What follows belongs to an exercise in optimizing a design on an open flow for small area; a production flow would make more cautious choices.
The RTL was checked by simulation tests, not by an equivalence proof against the original design.
No activity file was given, so power comes from the tool's default toggle rates.

$ cat design/flow/flow/run.sh
#!/bin/bash
# Own layout flow: the standard ORFS flow (standard.sh) with
#  - synthesis through flow/synth.tcl (standard synthesis, area-oriented ABC
#    mapping, no half/full adder cell extraction),
#  - port buffers of the smallest buffer cell,
#  - a clock tree of small clock buffers without dummy loads.
# Each tool's full output goes to the ORFS logs under orfs/logs/; make's own
# output goes to flow_make.log in this folder.
set -euo pipefail
W=$(pwd)
bash standard.sh \
  SYNTH_SCRIPT="$W/flow/synth.tcl" \
  ADDER_MAP_FILE= \
  "BUFFER_PORTS_ARGS=-buffer_cell sky130_fd_sc_hd__buf_1" \
  "CTS_ARGS=-sink_clustering_enable -repair_clock_nets -dont_use_dummy_load -buf_list sky130_fd_sc_hd__clkbuf_16 -sink_clustering_size 64 -sink_clustering_max_diameter 500" \
  finish > "$W/flow_make.log" 2>&1
$ cat design/flow/flow/abc_a1.script
strash
&get -n
&deepsyn -T 30
&dch -f
&nf -R 1000
&put
$ cat design/flow/flow/abc_a2.script
strash
&get -n
&deepsyn -T 60
&put
dch -f
map -a
strash
&get -n
&deepsyn -T 30
&put
dch -f
map -a
$ cat design/flow/flow/abc_u1.script
strash
&get -n
&deepsyn -T 30 -S 1
&put
dch -f
amap
$ cat design/flow/flow/abc_u2.script
strash
&get -n
&deepsyn -T 30 -S 2
&put
dch -f
amap
$ cat design/flow/flow/abc_u3.script
strash
&get -n
&deepsyn -T 30 -S 3
&put
dch -f
amap
$ cat design/flow/flow/abc_u4.script
strash
&get -n
&deepsyn -T 30 -S 4
&put
dch -f
amap
$ cat design/flow/flow/abc_u5.script
strash
&get -n
&deepsyn -T 30 -S 5
&put
dch -f
amap
$ cat design/flow/flow/abc_u6.script
strash
&get -n
&deepsyn -T 30 -S 6
&put
dch -f
amap
$ cat design/flow/flow/synth.tcl
set own_dir [file dirname [file normalize [info script]]]
set own_scripts [lsort [glob -directory $own_dir abc_*.script]]

proc own_area {} {
  set libargs {}
  foreach lib $::env(LIB_FILES) { lappend libargs -liberty $lib }
  set s [tee -q -s result.string stat {*}$libargs]
  if {[regexp {Chip area for module [^:]*: ([0-9.eE+-]+)} $s -> a]} { return $a }
  return 1e18
}

proc abc {args} {
  set i [lsearch -exact $args -script]
  if {$i < 0} { return [yosys abc {*}$args] }
  yosys design -save own_pre_abc
  set best_area 1e18
  set best {}
  set n 0
  foreach s $::own_scripts {
    yosys design -load own_pre_abc
    set a [lreplace $args [expr {$i + 1}] [expr {$i + 1}] $s]
    if {[catch {yosys abc {*}$a} err]} { puts "own abc: $s failed: $err"; continue }
    yosys opt_clean
    set area [own_area]
    puts "own abc: $s area $area"
    if {$area < $best_area} {
      set best_area $area
      set best $s
      yosys design -save own_best
    }
    incr n
  }
  if {$best eq {}} {
    yosys design -load own_pre_abc
    return [yosys abc {*}$args]
  }
  puts "own abc: using $best (area $best_area)"
  yosys design -load own_best
}

source [file join $own_dir .. synth_recipe.tcl]
$ cat design/flow/standard.sh
#!/bin/bash
# synth_recipe.tcl (not shown) runs the flow's synth.tcl, then flattens the netlist and writes it again
# the make line also repeats each setting of config.mk as NAME=value (left out here)
make -C /OpenROAD-flow-scripts/flow DESIGN_CONFIG=/design/flow/config.mk WORK_HOME=/design/flow/orfs CLKGATE_MAP_FILE= SYNTH_SCRIPT=/design/flow/synth_recipe.tcl "${@:-finish}"
$ cat design/flow/config.mk
export PLATFORM = sky130hd
export DESIGN_NAME = top
export DESIGN_NICKNAME = top
export VERILOG_FILES = /design/flow/design.v
export SDC_FILE = /design/flow/constraint.sdc
export NUM_CORES = 4
export LEC_CHECK = 0
export CAP_MARGIN = 20
export CORE_MARGIN = 2
export CORE_UTILIZATION = 40
export SLEW_MARGIN = 20
$ cat design/flow/constraint.sdc
create_clock -name core_clock -period 10.0 [get_ports {clk}]
set_input_delay 2.0000 -clock core_clock [delete_from_list [all_inputs] [get_ports {clk}]]
set_output_delay 2.0000 -clock core_clock [all_outputs]
set_load 0.01 [all_outputs]
$ cat design/flow/design.v
`timescale 1ns / 1ps
module top(
    clk, rst, row, col,
    an, seg, led_reset, led_check, ps, dispense, money, btn, refnd, dp, E_quantity
    );
    input wire clk;
    input wire rst;
    input wire [3:0] row;
    input wire btn;
    input wire refnd;
    output wire [3:0] an;
    output wire dp;
    output reg [6:0] seg;
    output reg led_reset;
    output wire [3:0] col;
    output reg dispense;
    output reg [2:0] ps;
    output wire led_check;
    output reg [3:0] money;
    output reg [3:0] E_quantity;
    assign dp = 1'b1;
    reg [2:0] c8;
    reg [5:0] c50;
    reg       w;     
    reg [1:0] cs;    
    reg       vs;    
    wire fast = (c8 == 3'd7);
    wire slow = (c8 == 3'd3) && (c50 == 6'd24);
    wire wrap = c50[5] & c50[4] & ~c50[3] & c50[0];    
    wire vf   = ~(c50[5] & c50[4] & c50[3]);           
    always @(posedge clk) begin
        if (rst) begin
            c8 <= 3'd4;
            c50 <= 6'd63;
            w <= 1'b0;
            cs <= 2'd2;
            vs <= 1'b0;
        end else begin
            c8 <= c8 + 3'd1;
            if (fast) begin
                c50 <= wrap ? 6'd0 : c50 + 6'd1;
                if (wrap) w <= ~w;
            end
            if (slow) begin
                cs <= cs + 2'd1;
                vs <= 1'b1;
            end
        end
    end
    wire [1:0] ai = {c50[1] ^ w, c50[0]};
    wire [1:0] cc = cs + 2'd1;   
    assign led_check = ~c50[0];
    assign an  = vf ? ~(4'b1000 >> ai) : 4'b1111;
    assign col = vs ? ~(4'b1000 >> cc) : 4'b0000;
    reg        kv;
    reg  [1:0] kr;
    reg        nv;
    reg  [1:0] nr;
    always @* begin
        nr = 2'd0;
        nv = 1'b0;
        case (row)
            4'b0111: begin nr = 2'd0; nv = (cc == 2'd0) | (cc == 2'd1); end
            4'b1011: begin nr = 2'd1; nv = (cc == 2'd0); end
            4'b1101: begin nr = 2'd2; nv = (cc == 2'd0) | (cc == 2'd2); end
            4'b1110: begin nr = 2'd3; nv = (cc != 2'd1); end
            default: begin nr = 2'bxx; nv = 1'b0; end
        endcase
        nv = nv & vs;
    end
    always @(posedge clk)
        if (rst) begin
            kv <= 1'b0;
            kr <= 2'd0;
        end else if (slow) begin
            kv <= nv;
            kr <= nr;
        end
    localparam R = 3'd0, PS = 3'd1, AS = 3'd2, DS = 3'd3, CH = 3'd4, RF = 3'd5, ST = 3'd6;
    reg [2:0] ns;
    reg       flag2;
    reg [2:0] cp;     
    reg [2:0] cpr;    
    reg [3:0] qA, qB, qC, qD;
    function [3:0] price(input [2:0] c);
        case (c)
            3'b000: price = 4'd4;
            3'b001: price = 4'd9;
            3'b010: price = 4'd5;
            3'b011: price = 4'd6;
            3'b100: price = 4'd11;
            3'b111: price = 4'd0;
            default: price = 4'bxxxx;
        endcase
    endfunction
    wire       pkey = kv & ~cs[1];
    wire       coin = kv & cs[1];
    wire [2:0] kprod = {cs[0], kr};                        
    wire [2:0] kcoin = cs[0] ? 3'b001 : {~kr[0], kr[0], ~kr[0]};   
    wire [2:0] sel  = pkey ? kprod : cp;
    wire [3:0] CurrPrice = price(cpr);
    wire       p_is_money = (ps == CH) | (ps == RF);
    wire [3:0] sub_p = p_is_money ? money : CurrPrice;
    wire [3:0] sub_q = (ps == AS || ps == DS) ? money : (ps == CH) ? CurrPrice : 4'd0;
    wire [4:0] diff = {1'b0, sub_p} - {1'b0, sub_q};
    wire       eq = (diff[3:0] == 4'd0);      
    wire       gt = diff[4];                  
    wire       ge = gt | eq;
    function [4:0] pdec(input [2:0] c);    
        pdec = {c[2], c[1] & c[0], c[1] & ~c[0], ~c[1] & c[0], ~c[2] & ~c[1] & ~c[0]};
    endfunction
    wire [4:0] sd = pdec(sel);
    wire empty = (sd[4] & (E_quantity == 4'd0)) | (sd[3] & (qA == 4'd0)) |
                 (sd[2] & (qB == 4'd0)) | (sd[1] & (qC == 4'd0)) | (sd[0] & (qD == 4'd0));
    always @(posedge clk)
        if (rst) begin
            ps <= R;
            ns <= R;
            money <= 4'd0;
            dispense <= 1'b0;
            led_reset <= 1'b0;
        end else if (slow) begin
            ps <= ns;
            case (ps)
                R: begin
                    led_reset <= 1'b1;
                    if (pkey) ns <= PS;
                    else begin
                        money <= 4'd0;
                        dispense <= 1'b0;
                    end
                end
                PS: begin
                    if (pkey) ns <= PS;
                    else if (coin) begin
                        ns <= AS;
                        money <= money + {1'b0, kcoin};
                    end
                    if (empty) ns <= ST;
                end
                AS: begin
                    led_reset <= ~led_reset;
                    if (refnd) ns <= RF;
                    if (coin) money <= money + {1'b0, kcoin};
                    if (ge) ns <= DS;
                end
                DS: begin
                    dispense <= 1'b1;
                    if (btn) ns <= R;
                    else if (gt) ns <= CH;
                    else if (eq) ns <= DS;
                end
                default: begin  
                    if (btn) ns <= R;
                    else ns <= ps;
                end
            endcase
        end
    wire       dec = slow & (ps == DS) & ~flag2;
    wire [4:0] cd  = pdec(cp);
    always @(posedge clk)
        if (rst) begin
            qA <= 4'd10;
            qB <= 4'd4;
            qC <= 4'd1;
            qD <= 4'd3;
            E_quantity <= 4'd2;
        end else begin
            qA <= qA - {3'd0, dec & cd[3]};
            qB <= qB - {3'd0, dec & cd[2]};
            qC <= qC - {3'd0, dec & cd[1]};
            qD <= qD - {3'd0, dec & cd[0]};
            E_quantity <= E_quantity - {3'd0, dec & cd[4]};
        end
    always @(posedge clk)
        if (rst) begin
            cp <= 3'd0;
            cpr <= 3'b111;
            flag2 <= 1'b0;
        end else if (slow)
            case (ps)
                R: begin
                    if (pkey) cp <= kprod;
                    else begin
                        flag2 <= 1'b0;
                        cpr <= 3'b111;
                    end
                end
                PS: begin
                    if (pkey) cp <= kprod;
                    cpr <= sel;
                end
                DS: flag2 <= 1'b1;
                default: ;
            endcase
    function [6:0] glyph(input [4:0] y);
        case (y)
            5'd0:  glyph = 7'b1000000;   
            5'd1:  glyph = 7'b1111001;   
            5'd2:  glyph = 7'b0100100;   
            5'd3:  glyph = 7'b0110000;   
            5'd4:  glyph = 7'b0011001;   
            5'd5:  glyph = 7'b0010010;   
            5'd6:  glyph = 7'b0000010;   
            5'd7:  glyph = 7'b1111000;   
            5'd8:  glyph = 7'b0000000;   
            5'd9:  glyph = 7'b0010000;   
            5'd10: glyph = 7'b1111111;   
            5'd11: glyph = 7'b1000001;   
            5'd12: glyph = 7'b0010001;   
            5'd13: glyph = 7'b0001100;   
            5'd14: glyph = 7'b0001001;   
            5'd15: glyph = 7'b0101111;   
            5'd16: glyph = 7'b0100001;   
            5'd17: glyph = 7'b1000110;   
            5'd18: glyph = 7'b0000011;   
            5'd19: glyph = 7'b0001000;   
            5'd20: glyph = 7'b0000110;   
            5'd21: glyph = 7'b0001110;   
            5'd22: glyph = 7'b0101011;   
            5'd23: glyph = 7'b0100011;   
            5'd24: glyph = 7'b0111111;   
            default: glyph = 7'bxxxxxxx;
        endcase
    endfunction
    wire [3:0] val = diff[3:0];
    wire       ten = val[3] & (val[2] | val[1]);
    wire [3:0] lo  = ten ? val - 4'd10 : val;
    wire [4:0] num = ai[0] ? {4'd0, ten} : {1'b0, lo};
    wire [4:0] ltr = {2'b10, cp};       
    reg [4:0] sym;
    always @*
        case (ps)
            R:  case (ai)
                    2'd3: sym = vf ? 5'd18 : 5'd10;
                    2'd0: sym = 5'd11;
                    2'd1: sym = 5'd12;
                    default: sym = 5'd10;
                endcase
            PS: case (ai)
                    2'd3: sym = ltr;
                    2'd0: sym = 5'd10;
                    default: sym = num;
                endcase
            AS: case (ai)
                    2'd3: sym = ltr;
                    2'd0: sym = 5'd24;
                    default: sym = num;
                endcase
            DS: case (ai)
                    2'd3: sym = 5'd16;
                    2'd0: sym = 5'd1;
                    2'd1: sym = 5'd5;
                    default: sym = 5'd13;
                endcase
            CH: case (ai)
                    2'd3: sym = 5'd17;
                    2'd0: sym = 5'd14;
                    default: sym = num;
                endcase
            RF: case (ai)
                    2'd3: sym = 5'd15;
                    2'd0: sym = 5'd21;
                    default: sym = num;
                endcase
            ST: case (ai)
                    2'd3: sym = 5'd22;
                    2'd0: sym = 5'd23;
                    2'd1: sym = 5'd10;
                    default: sym = ltr;
                endcase
            default: sym = 5'bxxxxx;
        endcase
    always @(posedge clk)
        if (rst) seg <= 7'b1111111;
        else if (fast) seg <= glyph(sym);
endmodule
==> results of run 1 <==
-- synthesized netlist by cell type, drive strengths merged, types with 3 or more instances --
cell | n | area share, %
nand2 | 40 | 4.7
nor3 | 10 | 1.6
nand3 | 10 | 1.6
nor2 | 91 | 11
o211ai | 4 | 0.94
o21ai | 40 | 6.3
or3 | 5 | 0.98
o32ai | 3 | 0.82
nor4 | 3 | 0.59
a31oi | 6 | 1.2
a32oi | 3 | 0.82
o22a | 3 | 0.82
a21oi | 38 | 5.9
o21a | 4 | 0.94
o31ai | 3 | 0.70
a211oi | 4 | 0.94
o22ai | 20 | 3.9
a2111oi | 4 | 1.1
clkinv | 75 | 8.8
or2 | 5 | 0.98
dfxtp | 61 | 38
o221ai | 3 | 0.82
-- stage by stage --
step	util, %	cells	setup slack (ns)	area [sq um]	hold WS, ns
floorplan	-	461	5.59	3200	0.410
global placement	44.9	600	5.20	3470	0.424
detailed placement	44.9	600	4.93	3470	0.437
CTS	47.8	609	4.93	3690	0.445
global route	47.8	609	4.21	3690	0.460
finish	47.8	609	4.80	3690	0.442
-- per-layer routing --
layer	wire (um)	global-route usage (%)	vias to the layer above
met4	95	5.76	0
met5	0	0	-
met1	4270	27.4	1504
met3	336	5.80	9
met2	3840	32.5	71
li1	-	-	1731
-- state kept, by name, summed over array words and instances (netlist names), 2 cells and up --
name        count
qD              4
E_quantity      4
cpr             3
seg             7
qA              4
qC              4
c8              3
ns              3
cs              2
cp              3
qB              4
ps              3
money           4
c50             6
kr              2
-- layout make-up --
type	count	area [sq um]
clock buffer	9	225
fill	776	4040
inverter	75	282
multi-input combinational	324	1690
sequential	61	1220
tap	102	128
timing repair buffer	38	150
-- worst max-delay path by stage --
stage | slack, ns | end
finish | 4.80 | seg[1]$_SDFFE_PP1N_
global route | 4.21 | seg[1]$_SDFFE_PP1N_
CTS | 4.93 | seg[1]$_SDFFE_PP1N_
detailed placement | 4.93 | seg[1]$_SDFFE_PP1N_
global placement | 5.20 | seg[1]$_SDFFE_PP1N_
floorplan | 5.59 | seg[1]$_SDFFE_PP1N_
-- critical path, stage by stage, from the launching register on --
cell and delay (ns):
dfxtp_1 0.31, clkinv_1 0.09, o21ai_0 0.12, a21oi_1 0.22, clkinv_1 0.11, o21ai_0 0.13, clkinv_1 0.13, nor2_1 0.15
o22a_1 0.17, o32ai_1 0.12, o32ai_1 0.30, nor2_1 0.10, nor2_1 0.10, nand2_1 0.07, o21ai_0 0.43, nand2_1 0.14
o221ai_1 0.19, o21ai_0 0.12, a222oi_1 0.36, o41ai_1 0.26, nor2_1 0.30, clkinv_1 0.17, nor2_1 0.17, nor3_1 0.07
a21oi_1 0.30, nor3_1 0.09, o32a_1 0.35
-- cells in the final DEF, fill, tap and decap left out, types with 4 or more instances in the layout --
cell type	instances
o22ai_1	20
buf_1	36
nand3_1	10
o211ai_1	4
dfxtp_1	61
o21ai_0	40
o21a_1	4
a211oi_1	4
a31oi_1	6
nor2_1	91
or2_0	5
clkinv_1	75
a21oi_1	38
or3_1	5
a2111oi_0	4
nor3_1	10
clkbuf_16	9
nand2_1	40
-- power groups by stage --
| stage | Combinational, W | Sequential, W | Clock (W) |
|---|---|---|---|
| after detailed placement | 0.0000363 | 0.000254 | 0 |
| after CTS | 0.0000364 | 0.000249 | 0.000255 |
| after global placement | 0.0000364 | 0.000253 | 0 |
| after global routing | 0.0000419 | 0.000249 | 0.000266 |
| final | 0.0000370 | 0.000249 | 0.000250 |
| after floorplan | 0.0000248 | 0.000253 | 0 |
-- cell families after synthesis --
group | share of synthesized area [%]
AO/OA/AOI/OAI | 30.7
flip-flops | 38.2
buffers and inverters | 9.04
other | 0.117
AND/OR/NAND/NOR | 21.9
==> key figures, run 1 <==
Global route
  • Vias in the first global route: between 3000 and 4000
  • GRT Total Usage: 20.5%
  • First-pass GRT wire length: 14200 um
  • Congestion Overflow GR: 0
  • Largest net degree at the start of global routing: 24
  • Initial antenna violation count: 0

Pwr
  • Max VDD drop: roughly 0.00011 V
  • Pwr Total: 0.000536 W
  • Logic gate share of total power: roughly 6.9%
  • Power Dens Cells: about 150 mW/mm^2
  • Psw: ~0.00012 W
  • Clock share of power: a little under half
  • Leak: around 1.3 nW
  • Sw Ratio: between 20 and 25%
  • Internal power: 0.000415 W
  • Flop pwr share: about 46%

Clock tree
  • Clk root buf: clkbuf_16
  • CTS tree: yes
  • TritonCTS Buffers: 9
  • TritonCTS Sinks: 61
  • Cts repair resizes: 0
  • CTS Buffer Depth: 2
  • CTS Hold Bufs: 0
  • Setup Fix Bufs, Post-CTS: 0
  • Clock slew at reported path FFs: 0.05 ns
  • Clock Latency Late Sink: ~0.33 ns
  • Htree depth: 3

Timing
  • Final setup skew: between 0.015 and 0.02 ns
  • Slew @ Worst Pin: approximately 0.84 ns
  • Achievable Freq: 0.192 GHz
  • RSZ-0062 raised after global routing: no
  • Worst slew margin: between 40% and 50%
  • Final hold vios: 0
  • Setup TNS: 0 ns
  • Final setup violation count: 0
  • Slew Viols, Final: 0
  • Tmin final: roughly 5.2 ns
  • Crit share post-route: between 50% and 60%

Yosys
  • Number of synthesized flops with an enable pin: 0
  • Yosys reg bits: 61
  • Synth async-reset ratio: 0%
  • Yosys cell types: 41
  • Cells after Synth: 461
  • Syn Area/Cell: between 6 and 7 sq um
  • Post-synthesis sequential area ratio: about two fifths
  • Synthesized area: around 0.0032 sq mm
  • Yosys warns: 1
  • Syn Nets: 469
  • Top_reg_cell synth: dfxtp_1

Layout
  • Antenna cell count: 0
  • Area Overhead vs Synth: 15.5%
  • Share of cells above drive strength 1: between 2 and 2.5%
  • Nets: approximately 520

Setup path
  • WP data required: 10.21 ns
  • R2R Setup Slk: roughly 4.8 ns
  • Critical Path Fanout Max: 6
  • Critical path data arrival time: 5.41 ns
  • Cells on worst reg2reg path: 26
  • Setup CP Type: reg -> reg
  • CP Capture Type: flop
  • Setup crit start kind: flop
  • CP startpoint: cpr[2]$_SDFFE_PP1P_
  • Reg2reg end: seg[1]$_SDFFE_PP1N_
  • Critical R2R Launch: cpr[2]$_SDFFE_PP1P_

Job
  • MaxCap Viol Count: 0

Floorplan
  • Die area: about 0.0087 sq mm
  • Starting Density: 41.4%
  • Core ar.: around 0.0077 sq mm
  • Die width: 93.4 um
  • Die height: between 90 and 100 um
  • Ports: 38
  • Row count: 32

Placed design
  • Gpl congestion: 0.917
  • # port buffers: 36
  • Dpl hpwl: roughly 6400 um

Routing
  • DRT antenna net count: 0
  • Starting DRT DRC Count: 162
  • Vias per cell: between 5 and 6
  • Via count: 3315
  • First-pass DRT Iterations: 4
  • DRC: 0
  • Avg WL per Cell: between 10 and 15 um
  • Final wirelength: 8540 um

Status
  • Status: complete, no violations

Min path
  • Tightest Hold Check Type: reg -> reg
  • Min-delay src: c8[0]$_SDFF_PP0_
  • Hold-critical path endpoint: c8[0]$_SDFF_PP0_
  • Hold Path Stages: 1
==> run 2: changes to the inputs <==
--- a/design/flow/design.v
+++ b/design/flow/design.v
@@ -78,7 +78,6 @@
         end
     localparam R = 3'd0, PS = 3'd1, AS = 3'd2, DS = 3'd3, CH = 3'd4, RF = 3'd5, ST = 3'd6;
     reg [2:0] ns;
-    reg       flag2;
     reg [2:0] cp;     
     reg [2:0] cpr;    
     reg [3:0] qA, qB, qC, qD;
@@ -156,7 +155,7 @@
                 end
             endcase
         end
-    wire       dec = slow & (ps == DS) & ~flag2;
+    wire       dec = slow & (ps == DS) & ~dispense;
     wire [4:0] cd  = pdec(cp);
     always @(posedge clk)
         if (rst) begin
@@ -176,21 +175,16 @@
         if (rst) begin
             cp <= 3'd0;
             cpr <= 3'b111;
-            flag2 <= 1'b0;
         end else if (slow)
             case (ps)
                 R: begin
                     if (pkey) cp <= kprod;
-                    else begin
-                        flag2 <= 1'b0;
-                        cpr <= 3'b111;
-                    end
+                    else cpr <= 3'b111;
                 end
                 PS: begin
                     if (pkey) cp <= kprod;
                     cpr <= sel;
                 end
-                DS: flag2 <= 1'b1;
                 default: ;
             endcase
     function [6:0] glyph(input [4:0] y);
--- a/design/flow/flow/run.sh
+++ b/design/flow/flow/run.sh
@@ -12,5 +12,5 @@
   SYNTH_SCRIPT="$W/flow/synth.tcl" \
   ADDER_MAP_FILE= \
   "BUFFER_PORTS_ARGS=-buffer_cell sky130_fd_sc_hd__buf_1" \
-  "CTS_ARGS=-sink_clustering_enable -repair_clock_nets -dont_use_dummy_load -buf_list sky130_fd_sc_hd__clkbuf_16 -sink_clustering_size 64 -sink_clustering_max_diameter 500" \
+  "CTS_ARGS=-sink_clustering_enable -repair_clock_nets -dont_use_dummy_load -buf_list sky130_fd_sc_hd__clkbuf_4 -sink_clustering_size 20 -sink_clustering_max_diameter 100" \
   finish > "$W/flow_make.log" 2>&1
==> design/flow/flow/abc_u7.script (new file) <==
strash
&get -n
&deepsyn -T 30 -S 7
&put
dch -f
amap
==> design/flow/flow/abc_u8.script (new file) <==
strash
&get -n
&deepsyn -T 30 -S 8
&put
dch -f
amap
removed: design/flow/flow/abc_a2.script
==> key figures, run 2 <==
Status
  • Status: complete, no violations

Global route
  • Congestion Overflow GR: 0 (unchanged)
  • Vias in the first global route: 3097 (+0.81%)
  • Initial antenna violation count: 0 (unchanged)
  • First-pass GRT wire length: 14800 um (+4.1%)
  • Largest net degree at the start of global routing: 25 (+4.2%)
  • GRT Total Usage: 21.3% (+0.73 points)

Floorplan
  • Die area: 0.00883 sq mm (+1.3%)
  • Core ar.: 0.00777 sq mm (+0.52%)
  • Die height: 94.0 um (+0.63%)
  • Row count: 32 (unchanged)
  • Starting Density: 41.7% (+0.33 points)
  • Die width: 94.0 um (+0.63%)
  • Ports: 38 (unchanged)

Yosys
  • Syn Area/Cell: 6.91 sq um (-0.40%)
  • Yosys reg bits: 61 (unchanged)
  • Cells after Synth: 469 (+1.7%)
  • Post-synthesis sequential area ratio: 37.7% (-0.50 points)
  • Top cells by area, synth: dfxtp_1 38%, nor2_1 13%, clkinv_1 7.9%, a21oi_1 5.9%, nand2_1 4.5%
  • Yosys warns: 1 (unchanged)
  • Post-synth top area share: 37.7% (-0.50 points)
  • List of most frequent post-synthesis cells: 108 x nor2_1, 68 x clkinv_1, 61 x dfxtp_1
  • Yosys cell types: 39 (-4.9%)
  • Syn Nets: 477 (+1.7%)
  • Number of synthesized flops with an enable pin: 0 (unchanged)
  • Synthesized area: 0.00324 sq mm (+1.3%)
  • Synth async-reset ratio: 0% (unchanged)
  • Yosys top cell by area: dfxtp_1
  • Top_reg_cell synth: dfxtp_1
  • Count leader, synth: nor2_1

Timing
  • RSZ-0062 raised after global routing: no
  • Final setup violation count: 0 (unchanged)
  • Final hold vios: 0 (unchanged)
  • Worst slew margin: 54.2% (+11 points)
  • Final setup margin: 5.44 ns (+0.648 ns)
  • Crit share post-route: 45.6% (-6.5 points)
  • Tmin final: 4.56 ns (-0.648 ns)
  • Slew @ Worst Pin: 0.684 ns (-0.156 ns)
  • Achievable Freq: 0.220 GHz (+14%)
  • Final setup skew: 0.0283 ns (+0.0129 ns)
  • Setup TNS: 0 ns (unchanged)
  • Slew Viols, Final: 0 (unchanged)

Clock tree
  • Clock slew at reported path FFs: 0.10 ns (+0.05 ns)
  • Clk root buf: clkbuf_4
  • TritonCTS Sinks: 61 (unchanged)
  • CTS Hold Bufs: 0 (unchanged)
  • TritonCTS Buffers: 9 (unchanged)
  • CTS Buffer Depth: 2 (unchanged)
  • Setup Fix Bufs, Post-CTS: 0 (unchanged)
  • Clock Latency Late Sink: 0.42 ns (+0.09 ns)
  • CTS tree: yes
  • Htree depth: 3 (unchanged)
  • Cts repair resizes: 0 (unchanged)

Placed design
  • Dpl hpwl: 6620 um (+2.8%)
  • # port buffers: 36 (unchanged)
  • Post-Place Setup Slack: 5.62 ns (+0.692 ns)
  • Gpl congestion: 0.898 (-2.1%)
  • DP Area: 0.00352 sq mm (+1.4%)
  • Placed cell count: 609 (+1.5%)

Routing
  • DRT antenna net count: 0 (unchanged)
  • Vias per cell: 5.55 (+2.0%)
  • First-pass DRT Iterations: 5 (+1)
  • Starting DRT DRC Count: 191 (+18%)
  • Via count: 3431 (+3.5%)
  • Final wirelength: 8680 um (+1.7%)
  • DRC: 0 (unchanged)
  • Avg WL per Cell: 14.0 um (+0.22%)

Setup path
  • Setup CP Type: reg -> reg
  • CP Capture Type: flop
  • Critical path data arrival time: 4.84 ns (-0.57 ns)
  • WP data required: 10.28 ns (+0.07 ns)
  • Setup crit start kind: flop
  • Critical Path Fanout Max: 9 (+3)

Layout
  • Area Overhead vs Synth: 10.7%
  • Max FFs per register: 7 (unchanged)
  • Commonest non-fill, non-tap cells in the layout: 108 x nor2_1, 68 x clkinv_1, 61 x dfxtp_1
  • Share of cells above drive strength 1: 2.33% (+0.16 points)
  • Fillcell total: 840 (+8.2%)
  • Antenna cell count: 0 (unchanged)
  • Final Non-Filler Cells: 618 (+1.5%)
  • Commonest non-fill, non-tap cell in the layout: nor2_1
  • Nets: 526 (+1.7%)
  • Largest reg by FF count: seg
  • Biggest regs: seg (7), c50 (6)
  • Design area: 0.00358 sq mm (-2.9%)

Pwr
  • Leak: 1.24 nW (-3.2%)
  • Power Dens Cells: 117 mW/mm^2 (-19%)
  • Max VDD drop: 0.0000480 V (-57%)

Job
  • MaxCap Viol Count: 0 (unchanged)

Min path
  • Tightest Hold Check Type: reg -> reg
run 2: cells by family (layout without fill, tap and decap cells):
logic type	Yosys count	count (layout)	synth area share [%]
AO/OA/AOI/OAI	141	141	28.2
buffers and inverters	69	116	8.11
flip-flops	61	61	37.7
other	1	1	0.116
AND/OR/NAND/NOR	197	197	25.9
run 2: worst max-delay path, cell delays in order, from the launching register on:
cell and delay, ns:
dfxtp_1 0.42, nor2_1 0.34, a21oi_1 0.12, a21oi_1 0.21, clkinv_1 0.12, o32ai_1 0.31
nor2_1 0.09, o21ai_0 0.24, a21oi_1 0.19, o211ai_1 0.24, o211ai_1 0.14, o2111a_1 0.14
a2111oi_0 0.33, buf_4 0.22, clkinv_1 0.09, nor4_1 0.37, nor2_1 0.11, clkinv_1 0.10
nor2_1 0.05, nor2_1 0.17, nor2_1 0.06, a21oi_1 0.12, nor2_1 0.06, o22a_1 0.18
run 2: area by class of cell:
| type | count | area (sq um) | share of cell area, % |
|---|---|---|---|
| clock buffer | 9 | 67.6 | 1.88 |
| inverter | 68 | 255 | 7.12 |
| multi-input combinational | 339 | 1760 | 49.0 |
| sequential | 61 | 1220 | 34.1 |
| tap | 102 | 128 | 3.56 |
| timing repair buffer | 39 | 158 | 4.40 |
run 2: through the flow:
| step | power, W | hold slack (ns) | utilization [%] |
|---|---|---|---|
| floorplan | 0.000286 | 0.403 | - |
| global placement | 0.000300 | 0.418 | 45.3 |
| detailed placement | 0.000300 | 0.429 | 45.3 |
| CTS | 0.000423 | 0.443 | 46.2 |
| global route | 0.000442 | 0.477 | 46.2 |
| finish | 0.000420 | 0.436 | 46.2 |
run 2: power by group:
| group | leakage, nW | switching (W) | internal, W |
|---|---|---|---|
| clock | 0.0414 | 0.0000839 | 0.0000417 |
| sequential | 0.493 | 0.00000217 | 0.000246 |
| combinational | 0.707 | 0.0000311 | 0.0000154 |
run 2: final timing paths:
kind                            depth (start not counted)                from  slack (ns)                   to
worst max-delay path                                   23  ps[0]$_SDFFE_PP0P_        5.44  seg[0]$_SDFFE_PP1N_
worst max register to register                         23  ps[0]$_SDFFE_PP0P_        5.44  seg[0]$_SDFFE_PP1N_
worst min-delay path                                    1    c8[0]$_SDFF_PP0_        0.44     c8[0]$_SDFF_PP0_
worst min register to register                          1    c8[0]$_SDFF_PP0_        0.44     c8[0]$_SDFF_PP0_
run 2: per-layer routing:
metal  up-vias  track usage (%)  share of wire [%]
li1       1759                -                  -
met1      1546             28.3                 48
met2       105             33.0                 44
met3        21             5.14                5.4
met4         0             8.70                2.2
met5         -                0                  0
==> run 3: changes to the inputs <==
--- a/design/flow/design.v
+++ b/design/flow/design.v
@@ -20,26 +20,26 @@
     output reg [3:0] E_quantity;
     assign dp = 1'b1;
     reg [2:0] c8;
-    reg [5:0] c50;
-    reg       w;     
+    reg [1:0] fl;
+    reg [4:0] hi;
     reg [1:0] cs;    
     reg       vs;    
     wire fast = (c8 == 3'd7);
-    wire slow = (c8 == 3'd3) && (c50 == 6'd24);
-    wire wrap = c50[5] & c50[4] & ~c50[3] & c50[0];    
-    wire vf   = ~(c50[5] & c50[4] & c50[3]);           
+    wire slow = (c8 == 3'd3) & ~fl[0] & hi[1] & ~hi[0] & ~hi[3] & (hi[4] ^ hi[2]) & (hi[4] == fl[1]);
+    wire hwrap = hi[4] & hi[3] & ~hi[0];                 
+    wire vf    = ~(hi[4] & hi[3] & hi[0]);               
     always @(posedge clk) begin
         if (rst) begin
             c8 <= 3'd4;
-            c50 <= 6'd63;
-            w <= 1'b0;
+            fl <= 2'd3;
+            hi <= 5'd31;
             cs <= 2'd2;
             vs <= 1'b0;
         end else begin
             c8 <= c8 + 3'd1;
             if (fast) begin
-                c50 <= wrap ? 6'd0 : c50 + 6'd1;
-                if (wrap) w <= ~w;
+                fl <= fl + 2'd1;
+                if (fl == 2'd3) hi <= hwrap ? 5'd0 : hi + 5'd1;
             end
             if (slow) begin
                 cs <= cs + 2'd1;
@@ -47,9 +47,9 @@
             end
         end
     end
-    wire [1:0] ai = {c50[1] ^ w, c50[0]};
+    wire [1:0] ai = fl;
     wire [1:0] cc = cs + 2'd1;   
-    assign led_check = ~c50[0];
+    assign led_check = ~fl[0];
     assign an  = vf ? ~(4'b1000 >> ai) : 4'b1111;
     assign col = vs ? ~(4'b1000 >> cc) : 4'b0000;
     reg        kv;
@@ -187,85 +187,55 @@
                 end
                 default: ;
             endcase
-    function [6:0] glyph(input [4:0] y);
-        case (y)
-            5'd0:  glyph = 7'b1000000;   
-            5'd1:  glyph = 7'b1111001;   
-            5'd2:  glyph = 7'b0100100;   
-            5'd3:  glyph = 7'b0110000;   
-            5'd4:  glyph = 7'b0011001;   
-            5'd5:  glyph = 7'b0010010;   
-            5'd6:  glyph = 7'b0000010;   
-            5'd7:  glyph = 7'b1111000;   
-            5'd8:  glyph = 7'b0000000;   
-            5'd9:  glyph = 7'b0010000;   
-            5'd10: glyph = 7'b1111111;   
-            5'd11: glyph = 7'b1000001;   
-            5'd12: glyph = 7'b0010001;   
-            5'd13: glyph = 7'b0001100;   
-            5'd14: glyph = 7'b0001001;   
-            5'd15: glyph = 7'b0101111;   
-            5'd16: glyph = 7'b0100001;   
-            5'd17: glyph = 7'b1000110;   
-            5'd18: glyph = 7'b0000011;   
-            5'd19: glyph = 7'b0001000;   
-            5'd20: glyph = 7'b0000110;   
-            5'd21: glyph = 7'b0001110;   
-            5'd22: glyph = 7'b0101011;   
-            5'd23: glyph = 7'b0100011;   
-            5'd24: glyph = 7'b0111111;   
-            default: glyph = 7'bxxxxxxx;
-        endcase
-    endfunction
     wire [3:0] val = diff[3:0];
-    wire       ten = val[3] & (val[2] | val[1]);
+    wire       ten = val[3] & (val[2] | val[1]);    
     wire [3:0] lo  = ten ? val - 4'd10 : val;
-    wire [4:0] num = ai[0] ? {4'd0, ten} : {1'b0, lo};
-    wire [4:0] ltr = {2'b10, cp};       
-    reg [4:0] sym;
+    wire       isD = (ps == DS);
+    wire [3:0] num = isD ? (ai[0] ? 4'd5 : 4'd1) : ai[0] ? {3'd0, ten} : lo;
+    reg  [6:0] dg;
     always @*
-        case (ps)
-            R:  case (ai)
-                    2'd3: sym = vf ? 5'd18 : 5'd10;
-                    2'd0: sym = 5'd11;
-                    2'd1: sym = 5'd12;
-                    default: sym = 5'd10;
-                endcase
-            PS: case (ai)
-                    2'd3: sym = ltr;
-                    2'd0: sym = 5'd10;
-                    default: sym = num;
-                endcase
-            AS: case (ai)
-                    2'd3: sym = ltr;
-                    2'd0: sym = 5'd24;
-                    default: sym = num;
-                endcase
-            DS: case (ai)
-                    2'd3: sym = 5'd16;
-                    2'd0: sym = 5'd1;
-                    2'd1: sym = 5'd5;
-                    default: sym = 5'd13;
-                endcase
-            CH: case (ai)
-                    2'd3: sym = 5'd17;
-                    2'd0: sym = 5'd14;
-                    default: sym = num;
-                endcase
-            RF: case (ai)
-                    2'd3: sym = 5'd15;
-                    2'd0: sym = 5'd21;
-                    default: sym = num;
-                endcase
-            ST: case (ai)
-                    2'd3: sym = 5'd22;
-                    2'd0: sym = 5'd23;
-                    2'd1: sym = 5'd10;
-                    default: sym = ltr;
-                endcase
-            default: sym = 5'bxxxxx;
-        endcase
+        case (num)
+            4'd0: dg = 7'b1000000;
+            4'd1: dg = 7'b1111001;
+            4'd2: dg = 7'b0100100;
+            4'd3: dg = 7'b0110000;
+            4'd4: dg = 7'b0011001;
+            4'd5: dg = 7'b0010010;
+            4'd6: dg = 7'b0000010;
+            4'd7: dg = 7'b1111000;
+            4'd8: dg = 7'b0000000;
+            default: dg = 7'b0010000;
+        endcase
+    wire [2:0] lc = isD ? 3'b000 : (ps == CH) ? 3'b001 : (ps == R) ? 3'b010 : cp;
+    reg  [6:0] lt;
+    always @*
+        case (lc)
+            3'b000: lt = 7'b0100001;   
+            3'b001: lt = 7'b1000110;   
+            3'b010: lt = 7'b0000011;   
+            3'b011: lt = 7'b0001000;   
+            default: lt = 7'b0000110;  
+        endcase
+    reg  [6:0] fx;
+    always @*
+        case ({ps, ai})
+            {R, 2'd0}:  fx = 7'b1000001;   
+            {R, 2'd1}:  fx = 7'b0010001;   
+            {AS, 2'd0}: fx = 7'b0111111;   
+            {DS, 2'd2}: fx = 7'b0001100;   
+            {CH, 2'd0}: fx = 7'b0001001;   
+            {RF, 2'd3}: fx = 7'b0101111;   
+            {RF, 2'd0}: fx = 7'b0001110;   
+            {ST, 2'd3}: fx = 7'b0101011;   
+            {ST, 2'd0}: fx = 7'b0100011;   
+            default:    fx = 7'b1111111;   
+        endcase
+    wire numeric = ((ai[1] ^ ai[0]) & ((ps == PS) | (ps == AS) | (ps == CH) | (ps == RF))) |
+                   (isD & ~ai[1]);
+    wire letter  = ((ai == 2'd3) & ((ps == PS) | (ps == AS) | isD | (ps == CH) | ((ps == R) & vf))) |
+                   ((ai == 2'd2) & (ps == ST));
+    wire [6:0] dnext = numeric ? dg : letter ? lt : fx;
     always @(posedge clk)
         if (rst) seg <= 7'b1111111;
-        else if (fast) seg <= glyph(sym);
+        else if (fast) seg <= dnext;
 endmodule
==> key figures, run 3 <==
Global route
  • GRT Total Usage: 19.5% (-1.8 points)
  • Congestion Overflow GR: 0 (unchanged)
  • First-pass GRT wire length: 13300 um (-10%)
  • Largest net degree at the start of global routing: 25 (unchanged)
  • Initial antenna violation count: 0 (unchanged)
  • Vias in the first global route: 2888 (-6.7%)

Job
  • MaxCap Viol Count: 0 (unchanged)

Placed design
  • Gpl congestion: 0.907 (+0.96%)
  • Dpl hpwl: 6140 um (-7.2%)
  • DP Area: 0.00339 sq mm (-3.7%)
  • # port buffers: 36 (unchanged)
  • Placed cell count: 590 (-3.1%)

Timing
  • Final setup skew: 0.0372 ns (+0.00889 ns)
  • Slew Viols, Final: 0 (unchanged)
  • Final hold vios: 0 (unchanged)
  • Crit share post-route: 39.7% (-5.8 points)
  • Final setup violation count: 0 (unchanged)
  • Setup TNS: 0 ns (unchanged)
  • Slew @ Worst Pin: 0.876 ns (+0.192 ns)
  • RSZ-0062 raised after global routing: no
  • Worst slew margin: 40.1% (-14 points)
  • Achievable Freq: 0.252 GHz (+15%)
  • Tmin final: 3.97 ns (-0.583 ns)

Yosys
  • Yosys warns: 1 (unchanged)
  • Syn Nets: 460 (-3.6%)
  • Top cells by area, synth: dfxtp_1 39%, nor2_1 13%, clkinv_1 7.9%, o21ai_0 5.4%, a21oi_1 5.1%
  • Cells after Synth: 452 (-3.6%)
  • Synth async-reset ratio: 0% (unchanged)
  • Syn Area/Cell: 6.91 sq um (+0.11%)
  • Number of synthesized flops with an enable pin: 0 (unchanged)
  • Yosys top cell by area: dfxtp_1
  • Count leader, synth: nor2_1
  • Yosys cell types: 33 (-15%)
  • Synthesized area: 0.00313 sq mm (-3.5%)
  • Post-synthesis sequential area ratio: 39.1% (+1.4 points)
  • Top_reg_cell synth: dfxtp_1
  • Yosys reg bits: 61 (unchanged)
  • List of most frequent post-synthesis cells: 107 x nor2_1, 66 x clkinv_1, 61 x dfxtp_1
  • Post-synth top area share: 39.1% (+1.4 points)

Clock tree
  • Clock Latency Late Sink: 0.42 ns (about the same)
  • Clock slew at reported path FFs: 0.09 ns (about the same)
  • Htree depth: 3 (unchanged)
  • Clk root buf: clkbuf_4
  • Cts repair resizes: 0 (unchanged)
  • CTS Hold Bufs: 0 (unchanged)
  • TritonCTS Sinks: 61 (unchanged)
  • Setup Fix Bufs, Post-CTS: 0 (unchanged)
  • CTS tree: yes
  • CTS Buffer Depth: 2 (unchanged)
  • TritonCTS Buffers: 9 (unchanged)

Min path
  • Hold-critical path endpoint: c8[0]$_SDFF_PP0_
  • Min-delay src: c8[0]$_SDFF_PP0_
  • Tightest Hold Check Type: reg -> reg
  • Hold Path Stages: 1 (unchanged)

Layout
  • Final core occ: 45.2% (-0.96 points)
  • Area Overhead vs Synth: 10.6% (about the same)
  • Commonest non-fill, non-tap cells in the layout: 107 x nor2_1, 66 x clkinv_1, 61 x dfxtp_1
  • Share of cells above drive strength 1: 2.01% (-0.31 points)
  • Largest reg by FF count: seg
  • Nets: 507 (-3.6%)
  • Max FFs per register: 7 (unchanged)
  • Biggest regs: seg (7), hi (5)
  • Antenna cell count: 0 (unchanged)
  • Design area: 0.00346 sq mm (-3.6%)
  • Commonest non-fill, non-tap cell in the layout: nor2_1
  • Final Non-Filler Cells: 599 (-3.1%)

Routing
  • Starting DRT DRC Count: 194 (+1.6%)
  • DRC: 0 (unchanged)
  • Final wirelength: 7960 um (-8.3%)
  • DRT antenna net count: 0 (unchanged)
  • Vias per cell: 5.35 (-3.6%)
  • Avg WL per Cell: 13.3 um (-5.4%)
  • First-pass DRT Iterations: 5 (unchanged)
  • Via count: 3206 (-6.6%)

Pwr
  • Logic gate share of total power: 6.0% (-5.1 points)
  • Sw Ratio: 25.0% (-2.8 points)
  • Internal power: 0.000294 W (-2.9%)
  • Pwr Total: 0.000393 W (-6.6%)
  • Psw: 0.0000983 W (-16%)
  • Leak: 1.15 nW (-7.4%)
  • Clock share of power: 30.8% (+0.9 points)
  • Max VDD drop: 0.000102 V (+110%)
  • Flop pwr share: 63.2% (+4.2 points)
  • Power Dens Cells: 114 mW/mm^2 (-3.1%)

Setup path
  • Setup crit start kind: flop
  • Worst Path Buf+Inv: 2 (-2)
  • Reg2reg end: seg[0]$_SDFFE_PP1N_
  • Slowest stage cell, crit path: dfxtp_1
  • WP data required: 8.00 ns (-2.28 ns)
  • Critical Path Fanout Max: 14 (+5)
  • Crit-path leading delay family: flip-flops
  • CP Capture Type: output pin
  • R2R Setup Slk: 6.20 ns (+0.76 ns)
  • Critical path data arrival time: 1.97 ns (-2.87 ns)
  • Largest stage delay, worst path: 0.61 ns (+0.19 ns)
  • Critical R2R Launch: money[0]$_SDFFE_PP0P_
  • Setup CP Type: reg -> out
  • Crit-path cells: clkinv_1 > or3_1 > buf_1
  • Cells on worst reg2reg path: 18 (-22%)

Floorplan
  • Die width: 92.4 um (-1.7%)
  • Die area: 0.00854 sq mm (-3.4%)
  • Core ar.: 0.00765 sq mm (-1.5%)
  • Row count: 32 (unchanged)
  • Starting Density: 40.9% (-0.83 points)
  • Die height: 92.4 um (-1.7%)
  • Ports: 38 (unchanged)

Status
  • Status: complete, no violations
run 3: cell type report:
| class | count | area, sq um |
|---|---|---|
| repair buffers | 37 | 143 |
| inverters | 66 | 248 |
| fillers | 822 | 4190 |
| multi-input cells | 324 | 1650 |
| flip-flops and latches | 61 | 1220 |
| well taps | 102 | 128 |
| clock buffers | 9 | 67.6 |
run 3: worst reg2reg max path, stage by stage (launching register included):
cell	delay [ns]
dfxtp_1	0.41
clkinv_1	0.16
or2_0	0.26
a2111oi_0	0.42
a21oi_1	0.13
o21ai_0	0.25
a21oi_1	0.06
nor2_1	0.16
nor2_1	0.07
a21oi_1	0.19
clkinv_1	0.17
a21oi_1	0.26
clkinv_1	0.16
o221ai_1	0.24
nor2_1	0.08
o21ai_0	0.12
o21ai_0	0.20
o2111ai_1	0.25
o21a_1	0.15
run 3: metrics by stage:
stage          worst slack [ns]  hold slack (ns)
2_1_floorplan              6.61            0.403
3_3_place_gp               5.99            0.425
3_5_place_dp               5.97            0.431
4_1_cts                    6.03            0.446
5_1_grt                    5.57            0.468
6_report                   6.03            0.438
run 3: per-layer routing:
| metal | global-route usage, % | vias to the layer above | share of wire (%) |
|---|---|---|---|
| met5 | 0 | - | 0 |
| met4 | 5.60 | 0 | 1.5 |
| met3 | 5.86 | 13 | 6.8 |
| met2 | 32.1 | 108 | 44 |
| met1 | 24.7 | 1410 | 48 |
| li1 | - | 1675 | - |
run 3: how the worst max path moves through the flow:
| stage | from | to | slack [ns] | depth (start not counted) |
|---|---|---|---|---|
| floorplan | rst | seg[5]$_SDFFE_PP1N_ | 6.61 | 6 |
| global placement | rst | kv$_SDFFE_PP0P_ | 5.99 | 9 |
| detailed placement | rst | seg[0]$_SDFFE_PP1N_ | 5.97 | 8 |
| CTS | fl[0]$_SDFFE_PP1N_ | an[2] | 6.03 | 3 |
| global route | money[0]$_SDFFE_PP0P_ | seg[2]$_SDFFE_PP1N_ | 5.57 | 18 |
| finish | fl[0]$_SDFFE_PP1N_ | an[2] | 6.03 | 3 |
run 3: power groups by stage:
stage / clock [W] / combinational [W] / sequential [W]
finish: 0.000121 / 0.0000235 / 0.000248
global route: 0.000138 / 0.0000266 / 0.000249
CTS: 0.000129 / 0.0000233 / 0.000248
detailed placement: 0 / 0.0000233 / 0.000254
global placement: 0 / 0.0000232 / 0.000254
floorplan: 0 / 0.0000150 / 0.000253
run 3: logic make-up (layout without fill, tap and decap cells):
| kind of cell | after synthesis | after routing | share of synthesized area [%] |
|---|---|---|---|
| other cells | 1 | 1 | 0.120 |
| simple gates | 187 | 187 | 25.2 |
| compound gates | 135 | 135 | 27.1 |
| xor+xnor | 1 | 1 | 0.280 |
| buf+inv | 67 | 112 | 8.17 |
| flops | 61 | 61 | 39.1 |
==> run 4: changes to the inputs <==
--- a/design/flow/design.v
+++ b/design/flow/design.v
@@ -54,17 +54,15 @@
     assign col = vs ? ~(4'b1000 >> cc) : 4'b0000;
     reg        kv;
     reg  [1:0] kr;
+    wire [1:0] nr = {~(row[1] & row[0]), ~(row[2] & row[0])};
     reg        nv;
-    reg  [1:0] nr;
     always @* begin
-        nr = 2'd0;
-        nv = 1'b0;
         case (row)
-            4'b0111: begin nr = 2'd0; nv = (cc == 2'd0) | (cc == 2'd1); end
-            4'b1011: begin nr = 2'd1; nv = (cc == 2'd0); end
-            4'b1101: begin nr = 2'd2; nv = (cc == 2'd0) | (cc == 2'd2); end
-            4'b1110: begin nr = 2'd3; nv = (cc != 2'd1); end
-            default: begin nr = 2'bxx; nv = 1'b0; end
+            4'b0111: nv = (cc == 2'd0) | (cc == 2'd1);
+            4'b1011: nv = (cc == 2'd0);
+            4'b1101: nv = (cc == 2'd0) | (cc == 2'd2);
+            4'b1110: nv = (cc != 2'd1);
+            default: nv = 1'b0;
         endcase
         nv = nv & vs;
     end
==> design/flow/flow/abc_v1.script (new file) <==
strash
&get -n
&deepsyn -T 30 -S 2
&put
dch -f
amap
strash
dch -f
amap
==> design/flow/flow/abc_v2.script (new file) <==
strash
&get -n
&deepsyn -T 30 -S 2
&put
dc2
dch -f
amap
==> design/flow/flow/abc_v3.script (new file) <==
strash
&get -n
&deepsyn -T 30 -S 2
&put
dch -f
amap -m
==> key figures, run 4 <==
Yosys
  • Post-synth top area share: 39.1% (about the same)
  • Count leader, synth: nor2_1
  • Yosys reg bits: 61 (unchanged)
  • Cells after Synth: 447 (-1.1%)
  • List of most frequent post-synthesis cells: 100 x nor2_1, 66 x clkinv_1, 61 x dfxtp_1
  • Yosys top cell by area: dfxtp_1
  • Post-synthesis sequential area ratio: 39.1% (about the same)
  • Top cells by area, synth: dfxtp_1 39%, nor2_1 12%, clkinv_1 7.9%, o21ai_0 4.8%, a21oi_1 4.6%
  • Synthesized area: 0.00313 sq mm (about the same)
  • Number of synthesized flops with an enable pin: 0 (unchanged)
  • Synth async-reset ratio: 0% (unchanged)
  • Top_reg_cell synth: dfxtp_1
  • Syn Area/Cell: 6.99 sq um (+1.2%)
  • Yosys warns: 1 (unchanged)
  • Syn Nets: 455 (-1.1%)
  • Yosys cell types: 40 (+21%)

Setup path
  • Setup CP Type: reg -> reg
  • CP Capture Type: flop
  • Critical Path Fanout Max: 8 (-6)
  • WP data required: 10.28 ns (+2.28 ns)
  • Cells on worst reg2reg path: 19 (+1)
  • Setup crit start kind: flop
  • Critical path data arrival time: 4.13 ns (+2.16 ns)

Global route
  • Congestion Overflow GR: 0 (unchanged)
  • Initial antenna violation count: 0 (unchanged)
  • GR peak layer: met2
  • Met2 Track Usage GR: 31.6% (-0.55 points)
  • Largest net degree at the start of global routing: 24 (-4.0%)
  • Met3 usage: 3.42% (-2.4 points)
  • GRT Total Usage: 20.0% (+0.53 points)
  • First-pass GRT wire length: 13700 um (+3.1%)
  • Met1 Use GR: 26.7% (+2.1 points)
  • Vias in the first global route: 2940 (+1.8%)

Clock tree
  • Cts repair resizes: 0 (unchanged)
  • Htree depth: 3 (unchanged)
  • TritonCTS Buffers: 9 (unchanged)
  • CTS Hold Bufs: 0 (unchanged)
  • TritonCTS Sinks: 61 (unchanged)
  • CTS tree: yes
  • Setup Fix Bufs, Post-CTS: 0 (unchanged)
  • CTS Buffer Depth: 2 (unchanged)
  • Clk root buf: clkbuf_4
  • Clock slew at reported path FFs: 0.10 ns (about the same)
  • Clock Latency Late Sink: 0.42 ns (about the same)

Routing
  • Starting DRT DRC Count: 133 (-31%)
  • Final wirelength: 8240 um (+3.5%)
  • Via count: 3220 (+0.44%)
  • Vias per cell: 5.41 (+1.1%)
  • DRC: 0 (unchanged)
  • Avg WL per Cell: 13.8 um (+4.2%)
  • DRT antenna net count: 0 (unchanged)
  • First-pass DRT Iterations: 4 (-1)

Placed design
  • Gpl congestion: 0.907 (about the same)
  • # port buffers: 36 (unchanged)
  • Post-Place Setup Slack: 6.20 ns (+0.225 ns)
  • Dpl hpwl: 6160 um (+0.30%)

Layout
  • Antenna cell count: 0 (unchanged)
  • Commonest non-fill, non-tap cell in the layout: nor2_1
  • Final core occ: 45.3% (+0.11 points)
  • Max FFs per register: 7 (unchanged)
  • Nets: 503 (-0.79%)
  • Biggest regs: seg (7), hi (5)
  • Largest reg by FF count: seg
  • Commonest non-fill, non-tap cells in the layout: 100 x nor2_1, 66 x clkinv_1, 61 x dfxtp_1
  • Area Overhead vs Synth: 10.8%
  • Share of cells above drive strength 1: 2.23% (+0.22 points)

Pwr
  • Leak: 1.17 nW (+1.6%)
  • Max VDD drop: 0.0000588 V (-42%)
  • Power Dens Cells: 115 mW/mm^2 (+1.6%)
  • Pwr Total: 0.000400 W (+1.9%)

Timing
  • Final setup violation count: 0 (unchanged)
  • Tmin final: 3.85 ns (-0.120 ns)
  • Worst slew margin: 55.0% (+15 points)
  • Final hold vios: 0 (unchanged)
  • Slew @ Worst Pin: 0.659 ns (-0.217 ns)
  • Achievable Freq: 0.260 GHz (+3.1%)
  • Hold_ws: 0.453 ns (+0.0159 ns)
  • Final setup skew: 0.0395 ns (+0.00235 ns)
  • Slew Viols, Final: 0 (unchanged)
  • Setup TNS: 0 ns (unchanged)
  • RSZ-0062 raised after global routing: no
  • Crit share post-route: 38.5% (-1.2 points)
  • Final setup margin: 6.15 ns (+0.120 ns)

Status
  • Status: complete, no violations

Floorplan
  • Die width: 92.4 um (about the same)
  • Starting Density: 40.9% (about the same)
  • Die height: 92.4 um (about the same)
  • Row count: 32 (unchanged)
  • Ports: 38 (unchanged)
  • Core ar.: 0.00765 sq mm (unchanged)
  • Die area: 0.00854 sq mm (about the same)

Job
  • MaxCap Viol Count: 0 (unchanged)

Min path
  • Tightest Hold Check Type: reg -> reg
  • Hold Path Stages: 1 (unchanged)
## run 4: changes by cell type in the layout (fill, tap and decap cells not counted), moves of 4 or more
cell / previous run / this run
nor2_1: 107 / 100
nand3_1: 10 / 16
o2111ai_1: 5 / 0
o221ai_1: 6 / 1
o21ai_0: 34 / 30
## run 4: path summary, 6_finish.rpt
check	slack (ns)	start	end
worst max-delay path	6.15	ps[1]$_SDFFE_PP0P_	seg[2]$_SDFFE_PP1N_
worst min-delay path	0.45	c8[0]$_SDFF_PP0_	c8[0]$_SDFF_PP0_
worst max register to register	6.15	ps[1]$_SDFFE_PP0P_	seg[2]$_SDFFE_PP1N_
worst min register to register	0.45	c8[0]$_SDFF_PP0_	c8[0]$_SDFF_PP0_
## run 4: final cells by class
class | instances | area [sq um]
clock buffer | 9 | 67.6
multi-input combinational | 319 | 1650
inverter | 66 | 248
sequential | 61 | 1220
timing repair buffer | 38 | 150
fill | 822 | 4180
tap | 102 | 128
## run 4: critical path, cell delays in order (launching register included)
cell,delay [ns]
dfxtp_1,0.41
nor2_1,0.28
clkinv_1,0.27
o31ai_1,0.35
o31a_1,0.21
o21ai_0,0.12
nand2_1,0.10
clkinv_1,0.05
o21ai_0,0.19
nand2_1,0.07
o21ai_0,0.12
clkinv_1,0.17
nor2_1,0.18
a21oi_1,0.07
nor2_1,0.10
nand3_1,0.14
or3_1,0.35
nor2_1,0.19
nor3_1,0.09
o32a_1,0.28
## run 4: routing by layer
layer / up-vias / wire (um)
li1: 1674 / -
met1: 1462 / 4020
met2: 74 / 3720
met3: 10 / 380
met4: 0 / 113
met5: - / 0
## run 4: logic make-up (layout without fill, tap and decap cells)
group	Yosys count	after routing	share of synthesized area (%)
simple gates	189	189	26.1
compound gates	129	129	26.6
buf+inv	67	113	8.16
flops	61	61	39.1
other cells	1	1	0.120
## run 4: power breakdown
group	internal [W]	switching, W
clock	0.0000418	0.0000803
combinational	0.0000100	0.0000191
sequential	0.000246	0.00000289
total	0.000298	0.000102
## run 4: stage by stage
stage	area, sq um	cells
floorplan	3130	447
global placement	3400	586
detailed placement	3400	586
CTS	3460	595
global route	3460	595
finish	3460	595
==> run 5: changes to the inputs <==
==> design/flow/flow/abc_h11.script (new file) <==
strash
&get -n
&deepsyn -T 120 -S 11
&put
dch -f
amap
==> design/flow/flow/abc_h12.script (new file) <==
strash
&get -n
&deepsyn -T 120 -S 12
&put
dch -f
amap
==> design/flow/flow/abc_h13.script (new file) <==
strash
&get -n
&deepsyn -T 120 -S 13
&put
dch -f
amap
==> design/flow/flow/abc_h14.script (new file) <==
strash
&get -n
&deepsyn -T 120 -S 14
&put
dch -f
amap
==> design/flow/flow/abc_k11.script (new file) <==
strash
&get -n
&deepsyn -T 30 -S 11
&put
strash
&get -n
&deepsyn -T 30 -S 21
&put
dch -f
amap
==> design/flow/flow/abc_k12.script (new file) <==
strash
&get -n
&deepsyn -T 30 -S 12
&put
strash
&get -n
&deepsyn -T 30 -S 22
&put
dch -f
amap
==> design/flow/flow/abc_k13.script (new file) <==
strash
&get -n
&deepsyn -T 30 -S 13
&put
strash
&get -n
&deepsyn -T 30 -S 23
&put
dch -f
amap
removed: design/flow/flow/abc_u1.script
removed: design/flow/flow/abc_u3.script
removed: design/flow/flow/abc_u5.script
removed: design/flow/flow/abc_u6.script
removed: design/flow/flow/abc_u7.script
removed: design/flow/flow/abc_v1.script
removed: design/flow/flow/abc_v2.script
removed: design/flow/flow/abc_v3.script
==> key figures, run 5 <==
Layout
  • Share of cells above drive strength 1: 2.01% (-0.22 points)
  • Commonest non-fill, non-tap cells in the layout: 103 x nor2_1, 61 x dfxtp_1, 55 x clkinv_1
  • Nets: 507 (+0.80%)
  • Fillcell total: 828 (+0.73%)
  • Design area: 0.00345 sq mm (-0.51%)
  • Final Non-Filler Cells: 599 (+0.67%)
  • Commonest non-fill, non-tap cell in the layout: nor2_1
  • Area Overhead vs Synth: 10.6%
  • Biggest regs: seg (7), hi (5)
  • Final core occ: 45.1% (-0.23 points)
  • Largest reg by FF count: seg
  • Max FFs per register: 7 (unchanged)
  • Antenna cell count: 0 (unchanged)

Setup path
  • WP data required: 10.28 ns (about the same)
  • Setup CP Type: reg -> reg
  • Largest stage delay, worst path: 0.44 ns (+0.03 ns)
  • Slowest stage cell, crit path: o21ai_0
  • Top cell by count, worst path: o21ai_0
  • Critical path data arrival time: 5.07 ns (+0.94 ns)
  • Worst Path Buf+Inv: 1 (-2)
  • Critical Path Fanout Max: 5 (-3)
  • Crit-path leading delay family: compound AO/OA/AOI/OAI gates
  • Setup crit start kind: flop
  • CP Capture Type: flop

Yosys
  • Post-synthesis sequential area ratio: 39.2% (+0.13 points)
  • Post-synth top area share: 39.2% (+0.13 points)
  • Top_reg_cell synth: dfxtp_1
  • Yosys top cell by area: dfxtp_1
  • Count leader, synth: nor2_1
  • Top cells by area, synth: dfxtp_1 39%, nor2_1 12%, o21ai_0 7.2%, clkinv_1 6.6%, a21oi_1 5.6%
  • Synthesized area: 0.00312 sq mm (-0.32%)
  • Yosys reg bits: 61 (unchanged)
  • Syn Nets: 460 (+1.1%)
  • List of most frequent post-synthesis cells: 103 x nor2_1, 61 x dfxtp_1, 55 x clkinv_1
  • Yosys cell types: 36 (-10%)
  • Number of synthesized flops with an enable pin: 0 (unchanged)
  • Cells after Synth: 452 (+1.1%)
  • Yosys warns: 1 (unchanged)
  • Synth async-reset ratio: 0% (unchanged)
  • Syn Area/Cell: 6.90 sq um (-1.4%)

Floorplan
  • Die width: 92.3 um (-0.16%)
  • Row count: 32 (unchanged)
  • Starting Density: 40.8% (-0.13 points)
  • Die area: 0.00851 sq mm (-0.31%)
  • Ports: 38 (unchanged)
  • Core ar.: 0.00765 sq mm (unchanged)
  • Die height: 92.3 um (-0.16%)

Clock tree
  • Clk root buf: clkbuf_4
  • CTS tree: yes
  • Cts repair resizes: 0 (unchanged)
  • TritonCTS Buffers: 9 (unchanged)
  • CTS Hold Bufs: 0 (unchanged)
  • Clock Latency Late Sink: 0.41 ns (about the same)
  • Htree depth: 3 (unchanged)
  • Setup Fix Bufs, Post-CTS: 0 (unchanged)
  • TritonCTS Sinks: 61 (unchanged)
  • Clock slew at reported path FFs: 0.10 ns (about the same)
  • CTS Buffer Depth: 2 (unchanged)

Routing
  • Final wirelength: 8110 um (-1.6%)
  • DRC: 0 (unchanged)
  • Vias per cell: 5.35 (-1.2%)
  • DRT antenna net count: 0 (unchanged)
  • Avg WL per Cell: 13.5 um (-2.2%)
  • Starting DRT DRC Count: 145 (+9.0%)
  • Via count: 3204 (-0.50%)
  • First-pass DRT Iterations: 5 (+1)

Timing
  • Worst slew margin: 41.8% (-13 points)
  • Final setup violation count: 0 (unchanged)
  • Slew @ Worst Pin: 0.864 ns (+0.205 ns)
  • Final setup skew: 0.0202 ns (-0.0194 ns)
  • Crit share post-route: 47.9% (+9.4 points)
  • RSZ-0062 raised after global routing: no
  • Achievable Freq: 0.209 GHz (-20%)
  • Slew Viols, Final: 0 (unchanged)
  • Final hold vios: 0 (unchanged)
  • Setup TNS: 0 ns (unchanged)
  • Tmin final: 4.79 ns (+0.936 ns)

Global route
  • Vias in the first global route: 2836 (-3.5%)
  • Largest net degree at the start of global routing: 26 (+8.3%)
  • GRT Total Usage: 20.2% (+0.12 points)
  • Initial antenna violation count: 0 (unchanged)
  • Congestion Overflow GR: 0 (unchanged)
  • First-pass GRT wire length: 13500 um (-1.3%)

Placed design
  • Placed cell count: 590 (+0.68%)
  • DP Area: 0.00338 sq mm (-0.52%)
  • Dpl hpwl: 6040 um (-1.8%)
  • Gpl congestion: 0.940 (+3.5%)
  • # port buffers: 36 (unchanged)

Min path
  • Tightest Hold Check Type: reg -> reg

Status
  • Status: complete, no violations

Pwr
  • Max VDD drop: 0.0000741 V (+26%)
  • Leak: 1.18 nW (+0.56%)
  • Power Dens Cells: 115 mW/mm^2 (-0.12%)

Job
  • MaxCap Viol Count: 0 (unchanged)
## run 5: changes by cell type after synthesis, moves of 3 or more
cell      previous run  this run
nand2_1             35        38
clkinv_1            66        55
nor2_1             100       103
o22ai_1             18        12
o21ai_0             30        45
nor2b_1              2         5
nor3_1              14        18
or3_1                6        10
a21oi_1             29        35
nand3_1             16        11
## run 5: cells by family (layout without fill, tap and decap cells)
| kind of cell | Yosys count | after routing | share of synthesized area, % |
|---|---|---|---|
| buffers and inverters | 56 | 101 | 6.86 |
| other | 1 | 1 | 0.120 |
| AO/OA/AOI/OAI | 136 | 136 | 26.4 |
| AND/OR/NAND/NOR | 198 | 198 | 27.4 |
| flip-flops | 61 | 61 | 39.2 |
## run 5: path summary, 6_finish.rpt
kind / from / end / slack [ns] / cells after the start
setup reg to reg: cpr[1]$_SDFFE_PP1P_ / seg[1]$_SDFFE_PP1N_ / 5.21 / 26
setup / recovery: cpr[1]$_SDFFE_PP1P_ / seg[1]$_SDFFE_PP1N_ / 5.21 / 26
hold / removal: c8[0]$_SDFF_PP0_ / c8[0]$_SDFF_PP0_ / 0.44 / 1
hold reg to reg: c8[0]$_SDFF_PP0_ / c8[0]$_SDFF_PP0_ / 0.44 / 1
## run 5: stage by stage
step / hold WS, ns / setup slack, ns / power, W
6_report: 0.440 / 5.21 / 0.000397
5_1_grt: 0.469 / 4.60 / 0.000413
2_1_floorplan: 0.403 / 5.84 / 0.000270
3_5_place_dp: 0.428 / 5.33 / 0.000279
3_3_place_gp: 0.418 / 5.52 / 0.000279
4_1_cts: 0.443 / 5.28 / 0.000400
## run 5: cell type report
class                   instances  area, sq um  area share [%]
flip-flops and latches         61         1220            35.4
inverters                      55          206            5.99
well taps                     102          128            3.70
clock buffers                   9         67.6            1.96
repair buffers                 37          143            4.14
multi-input cells             335         1680            48.8
## run 5: power by group
group | switching (W) | internal (W) | leakage, nW
Combinational | 0.0000174 | 0.00000801 | 0.641
Sequential | 0.00000250 | 0.000245 | 0.493
Clock | 0.0000821 | 0.0000417 | 0.0414
Total | 0.000102 | 0.000295 | 1.18
## run 5: routing by layer
layer / part of all wire, % / track usage, % / vias up
met4: 1.3 / 7.34 / 0
li1: - / - / 1675
met5: 0 / 0 / -
met1: 48 / 27.5 / 1415
met2: 44 / 30.8 / 104
met3: 6.1 / 5.09 / 10

[what the ideal ports hide]
In the flow no input, the clock included, has a driving cell. The finished layouts below were timed again as built, in two steps.
Step 1: set_driving_cell puts a clkbuf_16 on clk and a buf_2 on each other input, an assumption about the parent block.
Step 2 moves the port delays by t, midway between the first and last clock arrival at a register: inputs arrive t later, outputs are due t later. That takes back most of the time a late clock gives input paths.
Three values: ideal, step 1, step 2; two values: the first two.
run | t, ns | setup WS [ns] | worst register clock-pin slew, ns
run 1 | 0.356 | 4.797 / 4.797 / 4.797 | 0.05 / 0.05
run 2 | 0.432 | 5.445 / 5.445 / 5.445 | 0.10 / 0.10
run 3 | 0.433 | 6.028 / 5.999 / 5.818 | 0.12 / 0.12
run 4 | 0.430 | 6.149 / 6.149 / 6.149 | 0.12 / 0.12
run 5 | 0.430 | 5.213 / 5.213 / 5.213 | 0.11 / 0.11
After both steps setup and hold are still met in every run listed. For run 3, which loses most, drivers alone change the setup slack by -0.029 ns; drivers and shift together by -0.210 ns.
